Context: an optimization exercise on an open-source flow, tuned for small area and a short achievable clock period. The choices shown serve that exercise and are no tape-out recipe.
Only simulation tests tie the RTL to the original design; equivalence was not proved.
Power and IR drop assume default switching activity.

`design/flow/run.sh`:
```
#!/bin/bash
# synth_recipe.tcl (not shown) runs the flow's synth.tcl, then flattens the netlist and writes it again
# the make line also repeats each setting of config.mk as NAME=value (left out here)
make -C /OpenROAD-flow-scripts/flow DESIGN_CONFIG=/design/flow/config.mk WORK_HOME=/design/flow/orfs CLKGATE_MAP_FILE= SYNTH_SCRIPT=/design/flow/synth_recipe.tcl finish
```
`design/flow/config.mk`:
```
export PLATFORM = sky130hd
export DESIGN_NAME = rbFIFO
export DESIGN_NICKNAME = rbFIFO
export VERILOG_FILES = /design/flow/design.v
export SDC_FILE = /design/flow/constraint.sdc
export NUM_CORES = 4
export LEC_CHECK = 0
export CAP_MARGIN = 20
export CORE_MARGIN = 2
export CORE_UTILIZATION = 65
export CTS_BUF_LIST = sky130_fd_sc_hd__clkbuf_8 sky130_fd_sc_hd__clkbuf_16
export CTS_CLUSTER_DIAMETER = 80
export CTS_CLUSTER_SIZE = 24
export SETUP_SLACK_MARGIN = 3.3
export SLEW_MARGIN = 20
export SYNTH_HIERARCHICAL = 1
export SYNTH_MINIMUM_KEEP_SIZE = 0
```
`design/flow/constraint.sdc`:
```
create_clock -name core_clock -period 5.5 [get_ports {clock}]
set_input_delay 1.1000 -clock core_clock [delete_from_list [all_inputs] [get_ports {clock}]]
set_output_delay 1.1000 -clock core_clock [all_outputs]
set_load 0.01 [all_outputs]
```
`design/flow/design.v`:
```
module rbFIFO(clock,rst,dataIn,push,pop,dataOut,full,empty);
    input         clock;
    input         rst;
    input  [63:0] dataIn;
    input         push;
    input         pop;
    output [63:0] dataOut;
    output        full;
    output        empty;
    reg    [63:0] mem [1:31];
    reg    [63:0] dout;
    reg     [4:0] rt;         
    reg     [4:0] rh;         
    reg    [31:1] rsel;       
    reg    [31:1] wsel;       
    reg           full;
    reg           empty;
    reg           ram_empty;  
    reg           afull;      
    function [4:0] inc;
        input [4:0] s;
        inc = {s[3:0], s[4] ^ s[2]};
    endfunction
    wire ram_one = (inc(rh) == rt);          
    wire ram_29  = (inc(inc(rt)) == rh);     
    reg [31:1] hcur, hnxt, tcur, tnxt;       
    integer i;
    always @* begin
        for (i = 1; i < 32; i = i + 1) begin
            hcur[i]      = (rh == i);
            hnxt[inc(i)] = (rh == i);
            tcur[i]      = (rt == i);
            tnxt[inc(i)] = (rt == i);
        end
    end
    wire push_eff = push & ~full;
    wire pop_eff  = pop & ~empty & ~push_eff;
    wire tadv     = push_eff & ~empty;       
    wire hadv     = pop_eff & ~ram_empty;    
    wire full_n      = ~rst & (push_eff ? afull : (~pop_eff & full));
    wire empty_n     = rst | (~push_eff & (pop_eff ? ram_empty : empty));
    wire ram_empty_n = rst | (push_eff ? empty : (pop_eff ? (ram_empty | ram_one) : ram_empty));
    wire afull_n     = ~rst & (push_eff ? ram_29 : (pop_eff ? full : afull));
    always @(posedge clock) begin
        full      <= full_n;
        empty     <= empty_n;
        ram_empty <= ram_empty_n;
        afull     <= afull_n;
        if (rst) begin
            rt <= 5'd1;
            rh <= 5'd1;
        end else begin
            if (tadv) rt <= inc(rt);
            if (hadv) rh <= inc(rh);
        end
        rsel <= (hadv ? hnxt : hcur) & {31{~ram_empty_n}};
        if (rst)
            wsel <= 31'd1;
        else
            wsel <= (tadv ? tnxt : tcur) & {31{~full_n}};
    end
    always @(posedge clock) begin
        for (i = 1; i < 32; i = i + 1)
            if (wsel[i]) mem[i] <= dataIn;
    end
    wire [63:0] wd [0:31];
    wire [31:0] sd;
    genvar g, b;
    generate
        for (g = 1; g < 32; g = g + 1) begin : gw
            assign wd[g-1] = mem[g];
            assign sd[g-1] = rsel[g];
        end
    endgenerate
    assign wd[31] = dataIn;
    assign sd[31] = ram_empty;
    wire [63:0] rdata;
    wire  [3:0] load_q;
    generate
        for (g = 0; g < 4; g = g + 1) begin : gl
            rbfifo_load ul (.push(push), .pop(pop), .full(full), .empty(empty),
                            .ram_empty(ram_empty), .load(load_q[g]));
        end
    endgenerate
    wire [63:0] dout_n;
    generate
        for (b = 0; b < 64; b = b + 1) begin : gb
            wire [11:0] n;
            for (g = 0; g < 10; g = g + 1) begin : gs
                rbfifo_aoi222 u (.a0(wd[3*g][b]), .s0(sd[3*g]),
                                 .a1(wd[3*g+1][b]), .s1(sd[3*g+1]),
                                 .a2(wd[3*g+2][b]), .s2(sd[3*g+2]),
                                 .y(n[g]));
            end
            assign n[10] = ~(wd[30][b] & sd[30]);
            assign n[11] = ~(wd[31][b] & sd[31]);
            assign rdata[b] = ~&n;
            rbfifo_mux2 um (.a(dout[b]), .b(rdata[b]), .s(load_q[b/16]), .y(dout_n[b]));
        end
    endgenerate
    always @(posedge clock)
        dout <= dout_n;
    assign dataOut = dout;
endmodule
module rbfifo_aoi222(a0, s0, a1, s1, a2, s2, y);
    input  a0, s0, a1, s1, a2, s2;
    output y;
    assign y = ~((a0 & s0) | (a1 & s1) | (a2 & s2));
endmodule
module rbfifo_mux2(a, b, s, y);
    input  a, b, s;
    output y;
    assign y = s ? b : a;
endmodule
module rbfifo_load(push, pop, full, empty, ram_empty, load);
    input  push, pop, full, empty, ram_empty;
    output load;
    assign load = empty | (pop & ~empty & ~(push & ~full) & ~ram_empty);
endmodule
```
==> summary.txt <==
die height=around 340 µm; total CTS buffers=98; Skew-Pair Late Insertion Delay=720 ps; TNS Setup=0 ps; Synthesized Nets=3593; GPL Wtd Cong=0.803; leakage power=26.4 nW; first-pass GRT wire length=308000 µm; crit-path cells=buf_6; FF+latch count, synth=2124; CTS Buffer Depth=3; sw frac=19.9%; startpoint types=flop; Synth cell types=66; DR WL/cell=42.0 µm; worst-margin pin slew=around 1300 ps; CP bufs+invs=1; H-tree Lvls=3; clk_skew=23.4 ps; count leader, synth=edfxtp_1; number of remaining DRC errors=0; Final Net Count=3955; Fmax=0.427 GHz; Vias=43000; Iter 0 DRT Violations=9635; CTS clk-pin slew, worst paths=90 ps; layout cells sized above 1=15.2%; area grow syn2layout=11.8%; unrepaired setup endpoints after global routing=yes; Avg Inst Size Synth=roughly 21 µm²; Psw=5.35 mW; Post-DRT Antenna Nets=0; Tmin final=2340 ps; ranking of synthesized cells by area=edfxtp_1, a222oi_1, dfxtp_1; synthesized instance count=3525; Post-Syn Area=73900 µm²; clock group share of total power=30.1%; total grt overflow=0; largest net degree at the start of global routing=53; Die X=between 300 and 400 µm; CTS sink count=between 2000 and 2500; Cell Pwr Density=~320 nW/µm²; Root Driver=clkbuf_16; max_slew headroom=15.2%; Setup-failing EPs final=0; HPWL Detailed=106000 µm; Worst EP required=4400 ps; count of pins over their slew limit=0; Rows=123; CP endpoint kind=output pin; GRT Overall Usage=a little under two fifths; Primary FF master, synth=edfxtp_1; num ports=between 100 and 150; yosys warns=9; number of global-route vias before repair=41400; largest area contributor in the netlist=edfxtp_1; port buffer count=133; Core Region=113000 µm²; Hold-fix buffers, CTS=0; WHS=just under 500 ps; top cells by count, synth=edfxtp_1, a222oi_1, nand4_1, dfxtp_1, nor2_1; Hold Fails Final Rpt=0; Worst Path Max Fanout=2; P_int=between 20 and 25 mW; status=complete, no violations; CP max-delay cell=dfxtp_4; Worst Path Arrival=1240 ps; Die Area=116000 µm²; family with the most delay on the worst path=flip-flops; final worst path period share=42.6%; maximum vdd drop=0.263 mV; combinational share of power=3.1%; WS Path Type=flop to output pin; Initial Util=65.6%; max-capacitance violation count=0; Post-Route WL=230000 µm; initial antenna violation count=14; reg-to-reg slack, setup=3260 ps; Via density=7.86; Final Util=73.4%; hold crit path type=flop to flop; crit-path max cell delay=410 ps; Seq/Total Area, Yosys=84.4%; post-synth top area share=80.6%; TritonRoute pass-1 iters=12; sequential share of power=66.8%; CTS tree=done; EDFF count, synth=1984; asr flop ratio synth=0%
## layout make-up
| type | count | area [µm²] |
|---|---|---|
| flip-flops and latches | 2124 | 62700 |
| repair buffers | 323 | 3780 |
| multi-input cells | 1332 | 11400 |
| clock inverters | 80 | 319 |
| fillers | 6516 | 30000 |
| diodes | 7 | 17.5 |
| well taps | 1500 | 1880 |
| inverters | 8 | 33.8 |
| clock buffers | 101 | 2530 |
## final timing paths
kind                  from          end  cells after the start
setup / recovery  dout[50]  dataOut[50]                      1
hold / removal    dout[22]     dout[22]                      1
setup reg to reg   rsel[6]     dout[15]                      4
hold reg to reg   dout[22]     dout[22]                      1
## cells in the final DEF, fill, tap and decap left out, types with 6 or more instances in the layout
cell type / instances
a21oi_1: 17
a222oi_1: 640
a22oi_1: 77
a32oi_1: 9
buf_12: 46
buf_16: 6
buf_2: 6
buf_4: 120
buf_6: 69
buf_8: 8
clkbuf_16: 108
clkdlybuf4s50_1: 7
dfxtp_1: 7
dfxtp_2: 55
dfxtp_4: 78
diode_2: 7
dlygate4sd2_1: 10
dlymetal6s2s_1: 41
edfxtp_1: 1984
inv_1: 83
mux2_4: 67
nand2_1: 35
nand2b_1: 12
nand3_1: 13
nand4_1: 197
nor2_1: 96
nor2_2: 6
nor2b_1: 18
nor3_1: 24
nor4_1: 24
xnor2_1: 10
## through the flow
stage | cells | setup slack, ps | cell area (µm²) | total power [mW]
3_5_place_dp | 5173 | 1920 | 77700 | 19.0
6_report | 5475 | 3160 | 82700 | 26.8
5_1_grt | 5471 | 3140 | 82700 | 27.5
3_3_place_gp | 5173 | 1970 | 77700 | 19.0
2_1_floorplan | 3525 | 3250 | 74000 | 18.5
4_1_cts | 5413 | 3130 | 81800 | 26.8
## registers in the layout, summed over array words and instances (netlist names)
register	count
afull	1
wsel	31
full	1
dout	64
rh	5
rsel	31
rt	5
empty	1
ram_empty	1
mem	1984
## repair_timing
| item | CTS | global route |
|---|---|---|
| setup endpoints to repair | 205 | 170 |
| pin swaps | 2 | 9 |
| resized for setup | 510 | 63 |
| buffers inserted | 59 | 50 |
| gates cloned | 0 | 5 |
## metal layers
metal / global-route usage, % / up-vias / wire length [µm]
met4: 19.5 / 4 / 12800
met1: 52.5 / 21900 / 77400
met5: 0 / - / 23
met3: 8.22 / 499 / 34200
met2: 58.9 / 3827 / 106000
li1: - / 16800 / -
## per-module statistics from Yosys, one instance, submodules excluded
module,copies in the design,cell area [µm²]
rbfifo_load,4,18.8
rbfifo_aoi222,640,10.0
rbfifo_mux2,64,15.0
rbFIFO,1,66500
## cells by family (layout without fill, tap and decap cells)
kind of cell | after synthesis | after routing | synth area share, %
mux | 73 | 73 | 1.45
compound gates | 780 | 780 | 10.1
buf+inv | 69 | 512 | 0.386
other cells | 0 | 7 | 0
xor+xnor | 14 | 14 | 0.184
simple gates | 465 | 465 | 3.53
flops | 2124 | 2124 | 84.4
## power groups by stage
stage                     Clock [mW]  Sequential [mW]  Combinational (mW)
after floorplan                    0             18.3               0.245
after global placement             0             18.3               0.711
after detailed placement           0             18.3               0.745
after CTS                       8.09             17.9               0.809
after global routing            8.65             17.9               0.892
final                           8.08             17.9               0.843

re-timing with driven ports:
How much do the figures lean on ideal ports? The routed layout below was timed once more, with nothing changed but the port constraints. Step 1 (the two cells are an assumption about what drives the block):
set clk [get_ports {clock}]
set_driving_cell -lib_cell sky130_fd_sc_hd__clkbuf_16 $clk
set_driving_cell -lib_cell sky130_fd_sc_hd__buf_2 [delete_from_list [all_inputs] $clk]
Step 2, shift: input delay + t, output delay - t, t = (earliest + latest rising clock arrival at the registers) / 2. This alone moves slack from input paths to output paths. a / b / c = ideal / step 1 / step 2; a / b = the first two.
t, ns: 0.793
setup slack, ns: 3.155 / 3.073 / 2.670
clock arrival spread, ns: 0.026 / 0.026
cell pins on the clock port's net: 1
After both steps setup and hold are still met in this run. The setup slack of this run moves by -0.082 ns with the drivers and by -0.485 ns with both steps.
